Background: an optimization exercise with open tools, aiming at small area, a short achievable clock period and few clock cycles. Do not read the settings as production practice.
Function was checked by simulation only, so behaviour that the tests miss may differ from the original.

==> run X: inputs <==
// math24_async
module math24_async(
    input  wire                iw_clk,
    input  wire                iw_rst,
    input  wire [23:0] iw_math_ctrl,
    input  wire [23:0] iw_math_opa,
    input  wire [23:0] iw_math_opb,
    input  wire [23:0] iw_math_opc,
    output wire                ow_csr_wen,
    output wire [11:0] ow_csr_waddr,
    output wire [23:0] ow_csr_wdata
);
    localparam integer M_DIV   = 0;      
    localparam integer M_SQRT  = 1;      
    localparam integer M_MUL   = 2;      
    localparam integer M_NEGQ  = 3;      
    localparam integer M_NEGR  = 4;      
    localparam integer M_ADD   = 5;      
    localparam integer M_CMP   = 6;      
    localparam integer M_CLAMP = 7;      
    localparam integer NM      = 8;
    localparam [2:0] P_IDLE = 3'b100;
    localparam [2:0] P_CTRL = 3'b000;
    localparam [2:0] P_ST1  = 3'b001;
    localparam [2:0] P_WAIT = 3'b110;
    localparam [2:0] P_RES0 = 3'b010;
    localparam [2:0] P_RES1 = 3'b011;
  ...
export LEC_CHECK = 0
export CAP_MARGIN = 40
export CORE_MARGIN = 2
export CORE_UTILIZATION = 65
export SLEW_MARGIN = 40
create_clock -name core_clock -period 75.0 [get_ports {iw_clk}]
standard.sh (not shown) runs the stock make flow with config.mk's settings and CLKGATE_MAP_FILE= SYNTH_SCRIPT=/design/flow/synth_recipe.tcl, a recipe that flattens the netlist after the stock synthesis.
==> flow/flow/run.sh <==
#!/bin/bash
# Standard layout, with plain buf_1 cells as the port buffers instead of the
# delay buffers buffer_ports picks by default.
set -e
export BUFFER_PORTS_ARGS="-buffer_cell sky130_fd_sc_hd__buf_1"
bash standard.sh > standard.log 2>&1
==> run D (differences from run X) <==
--- a/flow/design.v
+++ b/flow/design.v
@@ -35,27 +35,18 @@
     reg  [5:0]  cnt;
     assign ow_csr_wen   = wen_r;
     assign ow_csr_waddr = {7'd0, 1'b1, 1'b0, wa[1], 1'b0, wa[0]};
     assign ow_csr_wdata = W;
     wire idle = (ph == P_IDLE);
-    function automatic [5:0] opflags(input [4:0] o);
-        opflags = {(o >= 5'h11) && (o != 5'h1F),
-                   (o == 5'h04) || (o == 5'h05) || (o == 5'h06) || (o == 5'h0A) ||
-                   (o == 5'h0B) || (o == 5'h0D) || (o == 5'h1B) || (o == 5'h1C) ||
-                   (o == 5'h1E),
-                   (o == 5'h0F) || (o == 5'h12),
-                   (o == 5'h09) || (o == 5'h0B) || (o == 5'h1A) || (o == 5'h1C),
-                   (o == 5'h0C) || (o == 5'h0D) || (o == 5'h1D) || (o == 5'h1E),
-                   (o == 5'h03) || (o == 5'h17)};
-    endfunction
-    reg  [5:0] fl;
-    wire lane    = fl[5];
-    wire sgn     = fl[4];
-    wire sub     = fl[3];
-    wire mx      = fl[2];
-    wire clampop = fl[1];
-    wire sqrtop  = fl[0];
+    wire lane = (op >= 5'h11) && (op != 5'h1F);
+    wire sgn  = (op == 5'h04) || (op == 5'h05) || (op == 5'h06) || (op == 5'h0A) ||
+                (op == 5'h0B) || (op == 5'h0D) || (op == 5'h1B) || (op == 5'h1C) ||
+                (op == 5'h1E);
+    wire sub  = (op == 5'h0F) || (op == 5'h12);
+    wire mx   = (op == 5'h09) || (op == 5'h0B) || (op == 5'h1A) || (op == 5'h1C);
+    wire clampop = (op == 5'h0C) || (op == 5'h0D) || (op == 5'h1D) || (op == 5'h1E);
+    wire sqrtop  = (op == 5'h03) || (op == 5'h17);
     reg [5:0] nsteps;
     always @* begin
         case (op)
             5'h00, 5'h01, 5'h02, 5'h04: nsteps = 6'd24;
             5'h05:                      nsteps = 6'd27;
@@ -65,39 +56,39 @@
             5'h0C, 5'h0D, 5'h1D, 5'h1E: nsteps = 6'd2;
             5'h1F:                      nsteps = 6'd0;
             default:                    nsteps = 6'd1;
         endcase
     end
-    function automatic [NM+2:0] modef(input [4:0] o, input f0, input e23, input e25, input g24);
+    function automatic [NM+2:0] modef(input [4:0] o, input [5:0] idx);
         reg [NM-1:0] m;
         reg        mneg;
         reg [1:0]  nsel;   
         begin
             m = {NM{1'b0}}; mneg = 1'b0; nsel = 2'd0;
             case (o)
                 5'h00, 5'h14: m[M_MUL] = 1'b1;
-                5'h04: begin m[M_MUL] = 1'b1; mneg = e23; end
+                5'h04: begin m[M_MUL] = 1'b1; mneg = (idx == 6'd23); end
                 5'h01, 5'h02, 5'h15, 5'h16: m[M_DIV] = 1'b1;
                 5'h03, 5'h17: m[M_SQRT] = 1'b1;
                 5'h05: begin
-                    if (f0)       begin m[M_NEGQ] = 1'b1; nsel = 2'd1; end
-                    else if (!g24) m[M_DIV] = 1'b1;
-                    else if (e25) begin m[M_NEGQ] = 1'b1; nsel = 2'd2; end
-                    else          m[M_NEGR] = 1'b1;
+                    if (idx == 6'd0)       begin m[M_NEGQ] = 1'b1; nsel = 2'd1; end
+                    else if (idx <= 6'd24) m[M_DIV] = 1'b1;
+                    else if (idx == 6'd25) begin m[M_NEGQ] = 1'b1; nsel = 2'd2; end
+                    else                   m[M_NEGR] = 1'b1;
                 end
                 5'h06: begin
-                    if (f0)       begin m[M_NEGQ] = 1'b1; nsel = 2'd1; end
-                    else if (!g24) m[M_DIV] = 1'b1;
-                    else          m[M_NEGR] = 1'b1;
+                    if (idx == 6'd0)       begin m[M_NEGQ] = 1'b1; nsel = 2'd1; end
+                    else if (idx <= 6'd24) m[M_DIV] = 1'b1;
+                    else                   m[M_NEGR] = 1'b1;
                 end
                 5'h07, 5'h18: begin m[M_NEGQ] = 1'b1; nsel = 2'd1; end
                 5'h10, 5'h13: m[M_NEGQ] = 1'b1;
                 5'h08, 5'h09, 5'h0A, 5'h0B,
                 5'h19, 5'h1A, 5'h1B, 5'h1C: m[M_CMP] = 1'b1;
                 5'h0C, 5'h0D, 5'h1D, 5'h1E: begin
-                    if (f0) m[M_CMP] = 1'b1;
-                    else    m[M_CLAMP] = 1'b1;
+                    if (idx == 6'd0) m[M_CMP] = 1'b1;
+                    else             m[M_CLAMP] = 1'b1;
                 end
                 5'h0E, 5'h0F, 5'h11, 5'h12: m[M_ADD] = 1'b1;
                 default: ;
             endcase
             modef = {mneg, nsel, m};
@@ -192,13 +183,11 @@
                  ({24{m[M_CLAMP]}} & {(~lth ? r[23:12] : d[23:12]), (~ltl ? r[11:0] : d[11:0])}) |
                  ({24{k_hold_d}} & d);
             step = {rn, qn, dn};
         end
     endfunction
-    reg         act;                     
-    reg         e23, e25, g24;           
-    wire [NM+2:0] md_r = act ? modef(op, ph == P_CTRL, e23, e25, g24) : {(NM+3){1'b0}};
+    reg  [NM+2:0] md_r;                  
     wire first = (ph == P_CTRL);
     wire [23:0] R0 = R & {24{~(first & ~clampop)}};
     wire [23:0] D0 = D & {24{~(first & sqrtop)}};
     wire        yinv = (md_r[M_DIV] & ~(sgn & D0[23])) | (md_r[M_MUL] & md_r[NM+2]) |
                        (md_r[M_ADD] & sub) | md_r[M_CMP];
@@ -221,12 +210,21 @@
     wire        skip = md_r[M_DIV] & ~lane & skok & (R0[23:16] == 8'd0) & ~ge8;
     wire [23:0] Rn = skip ? t8 : so[71:48];
     wire [23:0] Qn = skip ? {Q[15:0], 8'd0} : so[47:24];
     wire [23:0] Dn = so[23:0];
     wire [5:0]  cnt_1 = cnt + 6'd1;
+    wire [NM+2:0] md_1 = (cnt_1 < nsteps) ? modef(op, cnt_1) : {(NM+3){1'b0}};
     wire        skend = sgn ? (cnt == 6'd17) : (cnt == 6'd16);
+    reg  [NM+2:0] md_s;
+    always @* begin
+        md_s = {(NM+3){1'b0}};
+        if (!skend)              md_s[M_DIV] = 1'b1;
+        else if (op == 5'h05)    begin md_s[M_NEGQ] = 1'b1; md_s[NM+1:NM] = 2'd2; end
+        else if (op == 5'h06)    md_s[M_NEGR] = 1'b1;
+    end
     wire [5:0]  cnt_n = skip ? cnt + 6'd8 : cnt_1;
+    wire [NM+2:0] md_n = skip ? md_s : md_1;
     wire dzl  = (D[11:0] == 12'd0);
     wire dzh  = (D[23:12] == 12'd0);
     wire div24 = (op == 5'h01) || (op == 5'h02) || (op == 5'h05) || (op == 5'h06);
     wire div12 = (op == 5'h15) || (op == 5'h16);
     wire div0  = (div24 & dzl & dzh) | (div12 & (dzl | dzh));
@@ -278,21 +276,18 @@
         if (idle) begin
             Q   <= iw_math_opa;
             D   <= iw_math_opb;
             R   <= iw_math_opc;
             op  <= iw_math_ctrl[5:1];
-            fl  <= opflags(iw_math_ctrl[5:1]);
             sa  <= iw_math_opa[23];
             cnt <= 6'd0;
-            act <= (iw_math_ctrl[5:1] != 5'h1F);
-            e23 <= 1'b0; e25 <= 1'b0; g24 <= 1'b0;
+            md_r <= modef(iw_math_ctrl[5:1], 6'd0);
             W   <= {iw_math_ctrl[23:1], 1'b0};
         end else begin
             R <= Rn; Q <= Qn; D <= Dn;
             cnt <= cnt_n;
-            act <= (cnt_n < nsteps);
-            e23 <= (cnt_n == 6'd23); e25 <= (cnt_n == 6'd25); g24 <= (cnt_n > 6'd24);
+            md_r <= md_n;
             case (ph)
                 P_CTRL:        W <= div0 ? 24'h5 : 24'h2;
                 P_ST1, P_WAIT: W <= res0;
                 P_RES0:        W <= res1;
                 default:       W <= div0 ? 24'h5 : 24'h1;
==> flow/run.sh (new file) <==
#!/bin/bash
# synth_recipe.tcl (not shown) runs the flow's synth.tcl, then flattens the netlist and writes it again
# the make line also repeats each setting of config.mk as NAME=value (left out here)
make -C /OpenROAD-flow-scripts/flow DESIGN_CONFIG=/design/flow/config.mk WORK_HOME=/design/flow/orfs CLKGATE_MAP_FILE= SYNTH_SCRIPT=/design/flow/synth_recipe.tcl finish
--- a/flow/config.mk
+++ b/flow/config.mk
@@ -5,7 +5,7 @@
 export SDC_FILE = /design/flow/constraint.sdc
 export NUM_CORES = 4
 export LEC_CHECK = 0
 export CAP_MARGIN = 40
 export CORE_MARGIN = 2
-export CORE_UTILIZATION = 65
+export CORE_UTILIZATION = 45
 export SLEW_MARGIN = 40
removed: flow/flow/run.sh
removed: flow/standard.sh
==> run G (differences from run X) <==
--- a/flow/design.v
+++ b/flow/design.v
@@ -120,10 +120,42 @@
                 c[i+1] = (a[i] & b[i]) | (c[i] & (a[i] ^ b[i]));
             end
             radd13 = {c[13], s};
         end
     endfunction
+    function automatic [13:0] radd13s(input [12:0] a, input [12:0] b, input cin);
+        reg [13:0] c, pa;
+        reg [12:0] s, p;
+        integer i;
+        begin
+            p = a ^ b;
+            c[0] = cin;
+            for (i = 0; i < 9; i = i + 1)
+                c[i+1] = (a[i] & b[i]) | (c[i] & p[i]);
+            for (i = 0; i < 9; i = i + 1)
+                s[i] = p[i] ^ c[i];
+            pa[9] = 1'b1;
+            c[9]  = 1'b0;
+            for (i = 9; i < 13; i = i + 1) begin
+                c[i+1]  = (a[i] & b[i]) | (c[i] & p[i]);
+                pa[i+1] = pa[i] & p[i];
+            end
+            for (i = 9; i < 13; i = i + 1)
+                s[i] = p[i] ^ (c[i] | (radd9c(a, b, cin) & pa[i]));
+            radd13s = {c[13] | (radd9c(a, b, cin) & pa[13]), s};
+        end
+    endfunction
+    function automatic radd9c(input [12:0] a, input [12:0] b, input cin);
+        reg c;
+        integer i;
+        begin
+            c = cin;
+            for (i = 0; i < 9; i = i + 1)
+                c = (a[i] & b[i]) | (c & (a[i] ^ b[i]));
+            radd9c = c;
+        end
+    endfunction
     function automatic [71:0] step(input [23:0] r, input [23:0] q, input [23:0] d,
                                    input [NM-1:0] m, input ln, input sg, input sbt,
                                    input mxx, input mng, input [1:0] nsl, input sa_,
                                    input [23:0] dx);
         reg [25:0] X, Y, XA, XB, XC, XD, YA, YB, YC;
@@ -160,11 +192,11 @@
             cin  = (m[M_DIV] & ~(sg & d[23])) | (m[M_MUL] & q[0] & mng) | m[M_SQRT] |
                    m[M_NEGQ] | m[M_NEGR] | (m[M_ADD] & sbt) | m[M_CMP];
             cinh = m[M_DIV] | m[M_SQRT] | m[M_NEGQ] | (m[M_ADD] & sbt) | m[M_CMP];
             sl = radd13(X[12:0], Y[12:0], cin);
             ch = ln ? cinh : sl[13];
-            sh = radd13(X[25:13], Y[25:13], ch);
+            sh = radd13s(X[25:13], Y[25:13], ch);
             S  = {sh[11:0], sl[11:0]};
             qh = sh[13];
             ql = ln ? sl[13] : sh[13];
             XV = {X[24:13], X[11:0]};
             k_hold_r = ~(m[M_DIV] | m[M_SQRT] | m[M_MUL] | m[M_NEGR]);
@@ -194,11 +226,42 @@
             step = {rn, qn, dn};
         end
     endfunction
     reg         act;                     
     reg         e23, e25, g24;           
-    wire [NM+2:0] md_r = act ? modef(op, ph == P_CTRL, e23, e25, g24) : {(NM+3){1'b0}};
+    function automatic [9:0] opclass(input [4:0] o);
+        opclass = {(o == 5'h00) || (o == 5'h04) || (o == 5'h14),
+                   (o == 5'h04),
+                   (o == 5'h01) || (o == 5'h02) || (o == 5'h15) || (o == 5'h16),
+                   (o == 5'h03) || (o == 5'h17),
+                   (o == 5'h05) || (o == 5'h06),
+                   (o == 5'h05),
+                   (o == 5'h07) || (o == 5'h18),
+                   (o == 5'h10) || (o == 5'h13),
+                   ((o >= 5'h08) && (o <= 5'h0B)) || ((o >= 5'h19) && (o <= 5'h1C)),
+                   (o == 5'h0E) || (o == 5'h0F) || (o == 5'h11) || (o == 5'h12)};
+    endfunction
+    reg  [9:0] cf;
+    wire c_mul = cf[9], c_muls = cf[8], c_div = cf[7], c_sqrt = cf[6], c_sdiv = cf[5],
+         c_divs = cf[4], c_negs = cf[3], c_neg = cf[2], c_cmp = cf[1], c_add = cf[0];
+    wire f0 = (ph == P_CTRL);
+    wire negq2 = c_divs & e25;
+    reg  [NM+2:0] md_r;
+    always @* begin
+        md_r = {(NM+3){1'b0}};
+        md_r[M_MUL]   = act & c_mul;
+        md_r[NM+2]    = act & c_muls & e23;
+        md_r[M_DIV]   = act & (c_div | (c_sdiv & ~f0 & ~g24));
+        md_r[M_SQRT]  = act & c_sqrt;
+        md_r[M_NEGQ]  = act & (c_negs | c_neg | (c_sdiv & f0) | negq2);
+        md_r[NM]      = c_negs | (c_sdiv & f0);
+        md_r[NM+1]    = negq2;
+        md_r[M_NEGR]  = act & c_sdiv & g24 & ~negq2;
+        md_r[M_ADD]   = act & c_add;
+        md_r[M_CMP]   = act & (c_cmp | (clampop & f0));
+        md_r[M_CLAMP] = act & clampop & ~f0;
+    end
     wire first = (ph == P_CTRL);
     wire [23:0] R0 = R & {24{~(first & ~clampop)}};
     wire [23:0] D0 = D & {24{~(first & sqrtop)}};
     wire        yinv = (md_r[M_DIV] & ~(sgn & D0[23])) | (md_r[M_MUL] & md_r[NM+2]) |
                        (md_r[M_ADD] & sub) | md_r[M_CMP];
@@ -279,10 +342,11 @@
             Q   <= iw_math_opa;
             D   <= iw_math_opb;
             R   <= iw_math_opc;
             op  <= iw_math_ctrl[5:1];
             fl  <= opflags(iw_math_ctrl[5:1]);
+            cf  <= opclass(iw_math_ctrl[5:1]);
             sa  <= iw_math_opa[23];
             cnt <= 6'd0;
             act <= (iw_math_ctrl[5:1] != 5'h1F);
             e23 <= 1'b0; e25 <= 1'b0; g24 <= 1'b0;
             W   <= {iw_math_ctrl[23:1], 1'b0};
==> flow/flow/run.sh (replaced) <==
#!/bin/bash
# Standard layout with two changes to how cells are chosen:
#  - plain buf_1 cells as the port buffers instead of delay buffers
#  - a clock tree of clkbuf_8 buffers without dummy loads
set -e
export BUFFER_PORTS_ARGS="-buffer_cell sky130_fd_sc_hd__buf_1"
export CTS_ARGS="-sink_clustering_enable -repair_clock_nets -buf_list sky130_fd_sc_hd__clkbuf_8 -dont_use_dummy_load"
bash standard.sh > standard.log 2>&1
--- a/flow/config.mk
+++ b/flow/config.mk
@@ -5,7 +5,7 @@
 export SDC_FILE = /design/flow/constraint.sdc
 export NUM_CORES = 4
 export LEC_CHECK = 0
 export CAP_MARGIN = 40
 export CORE_MARGIN = 2
-export CORE_UTILIZATION = 65
+export CORE_UTILIZATION = 55
 export SLEW_MARGIN = 40
==> run M (differences from run X) <==
--- a/flow/design.v
+++ b/flow/design.v
@@ -65,39 +65,39 @@
             5'h0C, 5'h0D, 5'h1D, 5'h1E: nsteps = 6'd2;
             5'h1F:                      nsteps = 6'd0;
             default:                    nsteps = 6'd1;
         endcase
     end
-    function automatic [NM+2:0] modef(input [4:0] o, input f0, input e23, input e25, input g24);
+    function automatic [NM+2:0] modef(input [4:0] o, input [5:0] idx);
         reg [NM-1:0] m;
         reg        mneg;
         reg [1:0]  nsel;   
         begin
             m = {NM{1'b0}}; mneg = 1'b0; nsel = 2'd0;
             case (o)
                 5'h00, 5'h14: m[M_MUL] = 1'b1;
-                5'h04: begin m[M_MUL] = 1'b1; mneg = e23; end
+                5'h04: begin m[M_MUL] = 1'b1; mneg = (idx == 6'd23); end
                 5'h01, 5'h02, 5'h15, 5'h16: m[M_DIV] = 1'b1;
                 5'h03, 5'h17: m[M_SQRT] = 1'b1;
                 5'h05: begin
-                    if (f0)       begin m[M_NEGQ] = 1'b1; nsel = 2'd1; end
-                    else if (!g24) m[M_DIV] = 1'b1;
-                    else if (e25) begin m[M_NEGQ] = 1'b1; nsel = 2'd2; end
-                    else          m[M_NEGR] = 1'b1;
+                    if (idx == 6'd0)       begin m[M_NEGQ] = 1'b1; nsel = 2'd1; end
+                    else if (idx <= 6'd24) m[M_DIV] = 1'b1;
+                    else if (idx == 6'd25) begin m[M_NEGQ] = 1'b1; nsel = 2'd2; end
+                    else                   m[M_NEGR] = 1'b1;
                 end
                 5'h06: begin
-                    if (f0)       begin m[M_NEGQ] = 1'b1; nsel = 2'd1; end
-                    else if (!g24) m[M_DIV] = 1'b1;
-                    else          m[M_NEGR] = 1'b1;
+                    if (idx == 6'd0)       begin m[M_NEGQ] = 1'b1; nsel = 2'd1; end
+                    else if (idx <= 6'd24) m[M_DIV] = 1'b1;
+                    else                   m[M_NEGR] = 1'b1;
                 end
                 5'h07, 5'h18: begin m[M_NEGQ] = 1'b1; nsel = 2'd1; end
                 5'h10, 5'h13: m[M_NEGQ] = 1'b1;
                 5'h08, 5'h09, 5'h0A, 5'h0B,
                 5'h19, 5'h1A, 5'h1B, 5'h1C: m[M_CMP] = 1'b1;
                 5'h0C, 5'h0D, 5'h1D, 5'h1E: begin
-                    if (f0) m[M_CMP] = 1'b1;
-                    else    m[M_CLAMP] = 1'b1;
+                    if (idx == 6'd0) m[M_CMP] = 1'b1;
+                    else             m[M_CLAMP] = 1'b1;
                 end
                 5'h0E, 5'h0F, 5'h11, 5'h12: m[M_ADD] = 1'b1;
                 default: ;
             endcase
             modef = {mneg, nsel, m};
@@ -192,13 +192,11 @@
                  ({24{m[M_CLAMP]}} & {(~lth ? r[23:12] : d[23:12]), (~ltl ? r[11:0] : d[11:0])}) |
                  ({24{k_hold_d}} & d);
             step = {rn, qn, dn};
         end
     endfunction
-    reg         act;                     
-    reg         e23, e25, g24;           
-    wire [NM+2:0] md_r = act ? modef(op, ph == P_CTRL, e23, e25, g24) : {(NM+3){1'b0}};
+    reg  [NM+2:0] md_r;                  
     wire first = (ph == P_CTRL);
     wire [23:0] R0 = R & {24{~(first & ~clampop)}};
     wire [23:0] D0 = D & {24{~(first & sqrtop)}};
     wire        yinv = (md_r[M_DIV] & ~(sgn & D0[23])) | (md_r[M_MUL] & md_r[NM+2]) |
                        (md_r[M_ADD] & sub) | md_r[M_CMP];
@@ -221,12 +219,21 @@
     wire        skip = md_r[M_DIV] & ~lane & skok & (R0[23:16] == 8'd0) & ~ge8;
     wire [23:0] Rn = skip ? t8 : so[71:48];
     wire [23:0] Qn = skip ? {Q[15:0], 8'd0} : so[47:24];
     wire [23:0] Dn = so[23:0];
     wire [5:0]  cnt_1 = cnt + 6'd1;
+    wire [NM+2:0] md_1 = (cnt_1 < nsteps) ? modef(op, cnt_1) : {(NM+3){1'b0}};
     wire        skend = sgn ? (cnt == 6'd17) : (cnt == 6'd16);
+    reg  [NM+2:0] md_s;
+    always @* begin
+        md_s = {(NM+3){1'b0}};
+        if (!skend)              md_s[M_DIV] = 1'b1;
+        else if (op == 5'h05)    begin md_s[M_NEGQ] = 1'b1; md_s[NM+1:NM] = 2'd2; end
+        else if (op == 5'h06)    md_s[M_NEGR] = 1'b1;
+    end
     wire [5:0]  cnt_n = skip ? cnt + 6'd8 : cnt_1;
+    wire [NM+2:0] md_n = skip ? md_s : md_1;
     wire dzl  = (D[11:0] == 12'd0);
     wire dzh  = (D[23:12] == 12'd0);
     wire div24 = (op == 5'h01) || (op == 5'h02) || (op == 5'h05) || (op == 5'h06);
     wire div12 = (op == 5'h15) || (op == 5'h16);
     wire div0  = (div24 & dzl & dzh) | (div12 & (dzl | dzh));
@@ -281,18 +288,16 @@
             R   <= iw_math_opc;
             op  <= iw_math_ctrl[5:1];
             fl  <= opflags(iw_math_ctrl[5:1]);
             sa  <= iw_math_opa[23];
             cnt <= 6'd0;
-            act <= (iw_math_ctrl[5:1] != 5'h1F);
-            e23 <= 1'b0; e25 <= 1'b0; g24 <= 1'b0;
+            md_r <= modef(iw_math_ctrl[5:1], 6'd0);
             W   <= {iw_math_ctrl[23:1], 1'b0};
         end else begin
             R <= Rn; Q <= Qn; D <= Dn;
             cnt <= cnt_n;
-            act <= (cnt_n < nsteps);
-            e23 <= (cnt_n == 6'd23); e25 <= (cnt_n == 6'd25); g24 <= (cnt_n > 6'd24);
+            md_r <= md_n;
             case (ph)
                 P_CTRL:        W <= div0 ? 24'h5 : 24'h2;
                 P_ST1, P_WAIT: W <= res0;
                 P_RES0:        W <= res1;
                 default:       W <= div0 ? 24'h5 : 24'h1;
==> run summary <==
total number of vias 14471; routed len/inst 29.36 um; First-pass DRT Iterations 14; simple-gate share of the synthesized area between 10% and 20%; Non-CTS buffers 160; all-layer global routing usage about 55%; Non-clock buffer share about 5.7%; clock-cell share of area 4.420%; Tcrit/Tclk final between 20% and 30%; Root Buffer clkbuf_16; Final Cell Area 12850 um2; Setup crit end kind flop; placed insts 1805; outcome complete, no violations; critical path launch point op[4]$_DFFE_PP_; critical path type reg -> reg
(the above is from run X)
==> run summary <==
outcome complete, no violations; simple-gate share of the synthesized area 21.13%; Final Cell Area 13730 um2; placed insts ~2000; Non-clock buffer share 5.422%; Root Buffer clkbuf_16; First-pass DRT Iterations 17; critical path launch point ph[1]$_DFF_PP0_; critical path type reg -> reg; Non-CTS buffers 160; routed len/inst roughly 26 um; total number of vias 14781; Tcrit/Tclk final 21.88%
(the above is from run M)
==> run summary <==
outcome complete, no violations; First-pass DRT Iterations 9; simple-gate share of the synthesized area 19.61%; critical path type reg -> reg; total number of vias 14745; Setup crit end kind flop; clock-cell share of area 4.150%; Non-CTS buffers 174; Root Buffer clkbuf_16; critical path launch point op[3]$_DFFE_PP_; Final Cell Area 14290 um2; all-layer global routing usage 41.95%; Tcrit/Tclk final 22.66%
(the above is from run D)
==> run summary <==
routed len/inst ~27 um; outcome complete, no violations; clock-cell share of area 1.814%; all-layer global routing usage 43.53%; Synth-to-Final Area Change 6.092%; Tcrit/Tclk final 21.33%; Root Buffer clkbuf_8; critical path launch point wen_r$_DFFE_PP0P_; Setup crit end kind output pin; critical path type reg -> out; First-pass DRT Iterations 14; simple-gate share of the synthesized area about a fifth; total number of vias 13657; Non-clock buffer share 5.510%; Final Cell Area between 10000 and 15000 um2
(the above is from run G)
Testbench counts of run X, summed over its fixed seeds: cycles 237,492.
Testbench counts of run D, summed over its fixed seeds: cycles 237,492.
Testbench counts of run G, summed over its fixed seeds: cycles 237,492.
Testbench counts of run M, summed over its fixed seeds: cycles 237,492.

## re-timing with driven ports
Ports are ideal in the flow. The routed layouts listed here were re-timed in OpenROAD. Step 1: set_driving_cell puts a clkbuf_16 on iw_clk and a buf_2 on each other input, an assumption about the parent block. Step 2 adds t to the input delays and takes it off the output delays; t is the mean of the earliest and latest rising clock arrival at the registers after step 1. Input paths then give back, and output paths get back, about the clock's delay inside the block. a / b / c = ideal ports / drivers / drivers and shift; a / b = the first two.
run	t (ns)	setup WS [ns]	worst setup path at the end	worst register clock-pin slew, ns	cell pins on the clock port's net
run X	0.504	57.754 / 57.754 / 57.754	register to register	0.08 / 0.08	1
run D	0.500	58.004 / 58.004 / 58.004	register to register	0.07 / 0.07	1
run G	0.513	59.001 / 58.954 / 58.524	input to register	0.10 / 0.10	1
run M	0.498	58.588 / 58.588 / 58.514	input to register	0.09 / 0.09	1
After both steps setup and hold are still met in every run listed. For run G, which loses most, drivers alone change the setup slack by -0.047 ns; drivers and shift together by -0.477 ns.
